From an optimization exercise on the open Yosys and OpenROAD flow, aimed at small area; shortcuts taken in it are not production practice.
Function was checked by simulation only, so behaviour that the tests miss may differ from the original.
Power is estimated from default activity; no workload was simulated.

Design DE10_LITE_Golden_Top, start of the top module:
module DE10_LITE_Golden_Top(
	input 		          		ADC_CLK_10,
	input 		          		reset,
	output		     [7:0]		HEX0,
	output		     [7:0]		HEX1,
	output		     [7:0]		HEX2,
	output		     [7:0]		HEX3,
	output		     [7:0]		HEX4,
	output		     [7:0]		HEX5,
	input 		     [1:0]		KEY,
	output		     [9:0]		LEDR,
	input 		     [9:0]		SW
);
Size: roughly 3200 sq um of cells after synthesis.
clock: 12.0 ns
lec_check: 0
cap_margin: 20
core_margin: 2
core_utilization: 40
slew_margin: 20
standard.sh (not shown) runs the stock make flow with config.mk's settings and CLKGATE_MAP_FILE= SYNTH_SCRIPT=/design/flow/synth_recipe.tcl, a recipe that flattens the netlist after the stock synthesis.
==> flow/flow/run.sh <==
#!/bin/bash
# Own layout flow: the standard synthesis; then the combinational logic
# between the same registers is mapped again with a stronger ABC area script
# (a few seeds, the smallest netlist kept); then the standard layout from
# that netlist, with the smallest buffer on every port and a clock tree
# without dummy loads.
set -euo pipefail
HERE=$(cd "$(dirname "${BASH_SOURCE[0]}")" && pwd)
WORK=$(pwd)
R=$WORK/orfs/results/$FLOW_PLATFORM/DE10_LITE_Golden_Top/base
LIB=$FLOW_HOME/platforms/$FLOW_PLATFORM/lib/sky130_fd_sc_hd__tt_025C_1v80.lib
YOSYS=$(command -v yosys || echo "$FLOW_HOME/../tools/install/yosys/bin/yosys")
SEEDS=${SEEDS:-"1 2 3 4"}
# seeds 1 and 2 map with amap, 3 and 4 with map -a
script_for() { case $1 in 1|2) echo "$HERE/strong.abc" ;; *) echo "$HERE/strong_map.abc" ;; esac; }

# 1. standard synthesis
bash standard.sh synth > "$WORK/log_1_synth.log" 2>&1

# 2. remap the logic around the registers
cp "$R/1_2_yosys.v" "$WORK/std_1_2_yosys.v"
"$YOSYS" -p "read_liberty -lib $LIB; read_verilog $WORK/std_1_2_yosys.v; hierarchy -top $FLOW_TOP; write_json $WORK/std.json" > "$WORK/log_2_tojson.log" 2>&1
python3 "$HERE/unmap.py" "$LIB" "$WORK/std.json" "$FLOW_TOP" "$WORK/unmapped.v" > "$WORK/log_3_unmap.log" 2>&1
# the platform's DONT_USE_CELLS
DU="-dont_use sky130_fd_sc_hd__probe_p_8 -dont_use sky130_fd_sc_hd__probec_p_8"
for c in $(grep -o 'cell ("sky130_fd_sc_hd__lpflow_[a-z0-9_]*")' "$LIB" | sed 's/cell ("\(.*\)")/\1/'); do DU="$DU -dont_use $c"; done
for s in $SEEDS; do
  sed "s/&deepsyn /\&deepsyn -S $s /" "$(script_for $s)" > "$WORK/strong_$s.abc"
  cat > "$WORK/reopt_$s.ys" <<EOS
read_liberty -lib $LIB
read_verilog $WORK/unmapped.v
hierarchy -top $FLOW_TOP
proc
opt_clean
techmap
opt -fast
abc -liberty $LIB -script $WORK/strong_$s.abc $DU
opt_clean -purge
splitnets
opt_clean -purge
hilomap -hicell sky130_fd_sc_hd__conb_1 HI -locell sky130_fd_sc_hd__conb_1 LO
insbuf -buf sky130_fd_sc_hd__buf_1 A X
opt_clean -purge
check -assert -mapped
tee -o $WORK/reopt_$s.stat stat -liberty $LIB
write_verilog -noattr -nohex -nodec $WORK/reopt_$s.v
EOS
  "$YOSYS" -s "$WORK/reopt_$s.ys" > "$WORK/log_4_reopt_$s.log" 2>&1 &
done
wait
best=""
for s in $SEEDS; do
  a=$(grep "Chip area" "$WORK/reopt_$s.stat" | awk '{print $NF}')
  echo "seed $s: $a" >> "$WORK/log_4_reopt_pick.log"
  if [[ -z "$best" ]] || awk "BEGIN{exit !($a < $besta)}"; then best=$s; besta=$a; fi
done
echo "kept seed $best" >> "$WORK/log_4_reopt_pick.log"
cp "$WORK/reopt_$best.v" "$R/1_2_yosys.v"
touch "$R/1_2_yosys.v"

# 3. standard layout from the new netlist
bash standard.sh \
  BUFFER_PORTS_ARGS="-buffer_cell sky130_fd_sc_hd__buf_1" \
  CTS_ARGS="-sink_clustering_enable -repair_clock_nets -dont_use_dummy_load -buf_list sky130_fd_sc_hd__clkbuf_4" \
  finish > "$WORK/log_5_layout.log" 2>&1
==> flow/flow/strong.abc <==
strash
&get -n
&deepsyn -T 150
&put
amap
topo
==> flow/flow/strong_map.abc <==
strash
&get -n
&deepsyn -T 150
&put
dch -f
map -a
mfs2
strash
dch -f
map -a
topo
Other scripts of this flow, unchanged in this note and not shown: flow/flow/unmap.py
Then changed:
--- a/flow/flow/run.sh
+++ b/flow/flow/run.sh
@@ -12,6 +12,4 @@
 YOSYS=$(command -v yosys || echo "$FLOW_HOME/../tools/install/yosys/bin/yosys")
 SEEDS=${SEEDS:-"1 2 3 4"}
-# seeds 1 and 2 map with amap, 3 and 4 with map -a
-script_for() { case $1 in 1|2) echo "$HERE/strong.abc" ;; *) echo "$HERE/strong_map.abc" ;; esac; }
 
 # 1. standard synthesis
@@ -26,5 +24,5 @@
 for c in $(grep -o 'cell ("sky130_fd_sc_hd__lpflow_[a-z0-9_]*")' "$LIB" | sed 's/cell ("\(.*\)")/\1/'); do DU="$DU -dont_use $c"; done
 for s in $SEEDS; do
-  sed "s/&deepsyn /\&deepsyn -S $s /" "$(script_for $s)" > "$WORK/strong_$s.abc"
+  sed "s/&deepsyn /\&deepsyn -S $s /" "$HERE/strong.abc" > "$WORK/strong_$s.abc"
   cat > "$WORK/reopt_$s.ys" <<EOS
 read_liberty -lib $LIB
==> flow/flow/strong.abc (replaced) <==
strash
&get -n
&deepsyn -T 150
&put
dch -f
map -a
mfs2
strash
dch -f
map -a
topo
removed: flow/flow/strong_map.abc
The new run passed the timing, DRC and antenna checks.
Sequential power stays flat.
Hold slack gains 0.0044 ns.
Routed wire length increases by about 2%.
Cell area climbs by about 1.2%.
Setup slack got worse by 0.45 ns.
Die area came out higher by 1.3%.
Synthesized area increases by 1.3%.

* * *

## job 2099
DE10_LITE_Golden_Top, a different RTL version from the one above (not shown whole).
Size in the first run: about 72 I/O pins.
clock: 12.0 ns
lec_check: 0
cap_margin: 20
core_margin: 2
core_utilization: 40
slew_margin: 20
==> flow/flow/run.sh <==
#!/bin/bash
# Own layout flow: the standard synthesis; then the combinational logic
# between the same registers is mapped again with a stronger ABC area script
# (a few seeds, the smallest netlist kept); then the standard layout from
# that netlist, with the smallest buffer on every port and a clock tree
# without dummy loads.
set -euo pipefail
HERE=$(cd "$(dirname "${BASH_SOURCE[0]}")" && pwd)
WORK=$(pwd)
R=$WORK/orfs/results/$FLOW_PLATFORM/DE10_LITE_Golden_Top/base
LIB=$FLOW_HOME/platforms/$FLOW_PLATFORM/lib/sky130_fd_sc_hd__tt_025C_1v80.lib
YOSYS=$(command -v yosys || echo "$FLOW_HOME/../tools/install/yosys/bin/yosys")
SEEDS=${SEEDS:-"1 2 3 4"}

# 1. standard synthesis
bash standard.sh synth > "$WORK/log_1_synth.log" 2>&1

# 2. remap the logic around the registers
cp "$R/1_2_yosys.v" "$WORK/std_1_2_yosys.v"
"$YOSYS" -p "read_liberty -lib $LIB; read_verilog $WORK/std_1_2_yosys.v; hierarchy -top $FLOW_TOP; write_json $WORK/std.json" > "$WORK/log_2_tojson.log" 2>&1
python3 "$HERE/unmap.py" "$LIB" "$WORK/std.json" "$FLOW_TOP" "$WORK/unmapped.v" > "$WORK/log_3_unmap.log" 2>&1
# the platform's DONT_USE_CELLS
DU="-dont_use sky130_fd_sc_hd__probe_p_8 -dont_use sky130_fd_sc_hd__probec_p_8"
for c in $(grep -o 'cell ("sky130_fd_sc_hd__lpflow_[a-z0-9_]*")' "$LIB" | sed 's/cell ("\(.*\)")/\1/'); do DU="$DU -dont_use $c"; done
for s in $SEEDS; do
  sed "s/&deepsyn /\&deepsyn -S $s /" "$HERE/strong.abc" > "$WORK/strong_$s.abc"
  cat > "$WORK/reopt_$s.ys" <<EOS
read_liberty -lib $LIB
read_verilog $WORK/unmapped.v
hierarchy -top $FLOW_TOP
proc
opt_clean
techmap
opt -fast
abc -liberty $LIB -script $WORK/strong_$s.abc $DU
opt_clean -purge
splitnets
opt_clean -purge
hilomap -hicell sky130_fd_sc_hd__conb_1 HI -locell sky130_fd_sc_hd__conb_1 LO
insbuf -buf sky130_fd_sc_hd__buf_1 A X
opt_clean -purge
check -assert -mapped
tee -o $WORK/reopt_$s.stat stat -liberty $LIB
write_verilog -noattr -nohex -nodec $WORK/reopt_$s.v
EOS
  "$YOSYS" -s "$WORK/reopt_$s.ys" > "$WORK/log_4_reopt_$s.log" 2>&1 &
done
wait
best=""
for s in $SEEDS; do
  a=$(grep "Chip area" "$WORK/reopt_$s.stat" | awk '{print $NF}')
  echo "seed $s: $a" >> "$WORK/log_4_reopt_pick.log"
  if [[ -z "$best" ]] || awk "BEGIN{exit !($a < $besta)}"; then best=$s; besta=$a; fi
done
echo "kept seed $best" >> "$WORK/log_4_reopt_pick.log"
cp "$WORK/reopt_$best.v" "$R/1_2_yosys.v"
touch "$R/1_2_yosys.v"

# 3. standard layout from the new netlist
bash standard.sh \
  BUFFER_PORTS_ARGS="-buffer_cell sky130_fd_sc_hd__buf_1" \
  CTS_ARGS="-sink_clustering_enable -sink_clustering_size 30 -sink_clustering_max_diameter 1000 -repair_clock_nets -dont_use_dummy_load -buf_list {sky130_fd_sc_hd__clkbuf_4 sky130_fd_sc_hd__clkbuf_8}" \
  finish > "$WORK/log_5_layout.log" 2>&1
==> flow/flow/strong.abc <==
strash
&get -n
&deepsyn -T 150
&put
dch -f
map -a
mfs2
strash
dch -f
map -a
topo
Other scripts of this flow, unchanged in this note and not shown: flow/flow/unmap.py
Every stage of the flow completed for job 2099, and the final layout passed the timing, DRC and antenna checks.
The inputs of job 6709 differ from those of job 2099 as listed below.
diff --git a/flow/flow/run.sh b/flow/flow/run.sh
--- a/flow/flow/run.sh
+++ b/flow/flow/run.sh
@@ -61,3 +61,3 @@
   BUFFER_PORTS_ARGS="-buffer_cell sky130_fd_sc_hd__buf_1" \
-  CTS_ARGS="-sink_clustering_enable -sink_clustering_size 30 -sink_clustering_max_diameter 1000 -repair_clock_nets -dont_use_dummy_load -buf_list {sky130_fd_sc_hd__clkbuf_4 sky130_fd_sc_hd__clkbuf_8}" \
+  CTS_ARGS="-sink_clustering_enable -repair_clock_nets -dont_use_dummy_load -buf_list sky130_fd_sc_hd__clkbuf_4" \
   finish > "$WORK/log_5_layout.log" 2>&1
==> flow/flow/strong.abc <==
strash
&get -n
&deepsyn -T 60
&put
dch -f
map -a
mfs2
strash
dch -f
map -a
topo
Notes after the runs:
Job 2099 → job 6709: sequential fraction of total cell area stayed essentially flat; slack of the critical path decreased by 0.20 ns relative to the old numbers; share of power burned in the clock network went down 4.3 points; netlist area before placement picked up an extra 1.7%; global-route usage +1.9 points.
sky130_fd_sc_hd__a31oi_1 as the highest-delay cell along the critical path was reported by job 6709, and sky130_fd_sc_hd__o22ai_1 by job 2099.
The inputs of job 9312 differ from those of job 6709 as listed below.
==> flow/flow/run.sh <==
#!/bin/bash
# Own layout flow: the standard synthesis, then the combinational logic
# between the same registers is mapped again with a stronger ABC area script,
# then the standard layout from that netlist.
set -euo pipefail
HERE=$(cd "$(dirname "${BASH_SOURCE[0]}")" && pwd)
WORK=$(pwd)
R=$WORK/orfs/results/$FLOW_PLATFORM/DE10_LITE_Golden_Top/base
LIB=$FLOW_HOME/platforms/$FLOW_PLATFORM/lib/sky130_fd_sc_hd__tt_025C_1v80.lib
YOSYS=$(command -v yosys || echo "$FLOW_HOME/../tools/install/yosys/bin/yosys")

# 1. standard synthesis
bash standard.sh synth > "$WORK/log_1_synth.log" 2>&1

# 2. remap the logic around the registers
cp "$R/1_2_yosys.v" "$WORK/std_1_2_yosys.v"
"$YOSYS" -p "read_liberty -lib $LIB; read_verilog $WORK/std_1_2_yosys.v; hierarchy -top $FLOW_TOP; write_json $WORK/std.json" > "$WORK/log_2_tojson.log" 2>&1
python3 "$HERE/unmap.py" "$LIB" "$WORK/std.json" "$FLOW_TOP" "$WORK/unmapped.v" > "$WORK/log_3_unmap.log" 2>&1
# the platform's DONT_USE_CELLS
DU="-dont_use sky130_fd_sc_hd__probe_p_8 -dont_use sky130_fd_sc_hd__probec_p_8"
for c in $(grep -o 'cell ("sky130_fd_sc_hd__lpflow_[a-z0-9_]*")' "$LIB" | sed 's/cell ("\(.*\)")/\1/'); do DU="$DU -dont_use $c"; done
cat > "$WORK/reopt.ys" <<EOS
read_liberty -lib $LIB
read_verilog $WORK/unmapped.v
hierarchy -top $FLOW_TOP
proc
opt_clean
techmap
opt -fast
abc -liberty $LIB -script $HERE/strong.abc $DU
opt_clean -purge
splitnets
opt_clean -purge
hilomap -hicell sky130_fd_sc_hd__conb_1 HI -locell sky130_fd_sc_hd__conb_1 LO
insbuf -buf sky130_fd_sc_hd__buf_1 A X
opt_clean -purge
check -assert -mapped
stat -liberty $LIB
write_verilog -noattr -nohex -nodec $WORK/reopt_1_2_yosys.v
EOS
"$YOSYS" -s "$WORK/reopt.ys" > "$WORK/log_4_reopt.log" 2>&1
cp "$WORK/reopt_1_2_yosys.v" "$R/1_2_yosys.v"
touch "$R/1_2_yosys.v"

# 3. standard layout from the new netlist
bash standard.sh finish > "$WORK/log_5_layout.log" 2>&1
==> flow/flow/strong.abc <==
strash
&get -n
&deepsyn -T 40
&put
dch -f
map -a
mfs2
strash
dch -f
map -a
topo
Notes after the runs:
Against job 6709, job 9312 comes in about 2.4% lower on average routed wire per standard cell. On job 9312: met2 wirelength from detailed routing is 9.4% lower than what job 6709 gave. Diff job 6709 -> job 9312: share of the final layout cell area in multi-input gates saw a decrease, number of gates on the worst path with buffers counted saw an increase, first-iteration DRC count saw an increase, via density per instance saw little to no change. | final critical path time including I/O delays and setup | higher: job 9312 |. Of job 9312 and job 6709, job 6709 shows the higher worst setup slack, with job 9312 below it. Between job 9312 and job 6709, post-synthesis cell area is lower for job 6709, job 9312 comes in above that.

==> afterwards: timing with drivers on the ports <==
How much do the figures lean on ideal ports? The routed layouts below were timed once more, with nothing changed but the port constraints.
Step 1 assumes that a clkbuf_16 drives the clock port and a buf_2 every other input.
Step 2, shift: input delay + t, output delay - t, t = (earliest + latest rising clock arrival at the registers) / 2. This alone moves slack from input paths to output paths.
Three values: ideal ports, drivers, drivers and shift; two values: the first two.
run	shift t [ns]	setup slack, ns	worst setup path at the end	worst data-port slew with drivers (ns)	pins driven straight from the clock port
the first run of note 1	0.348	3.194 / 3.170 / 3.170	input to output	0.03	1
the second run of note 1	0.342	2.743 / 2.712 / 2.712	input to output	0.04	1
job 2099	0.296	4.001 / 3.978 / 3.978	input to output	0.03	1
job 6709	0.347	3.804 / 3.783 / 3.783	input to output	0.03	1
job 9312	0.318	2.962 / 2.931 / 2.931	input to output	0.04	1
After both steps every run listed still meets setup and hold.
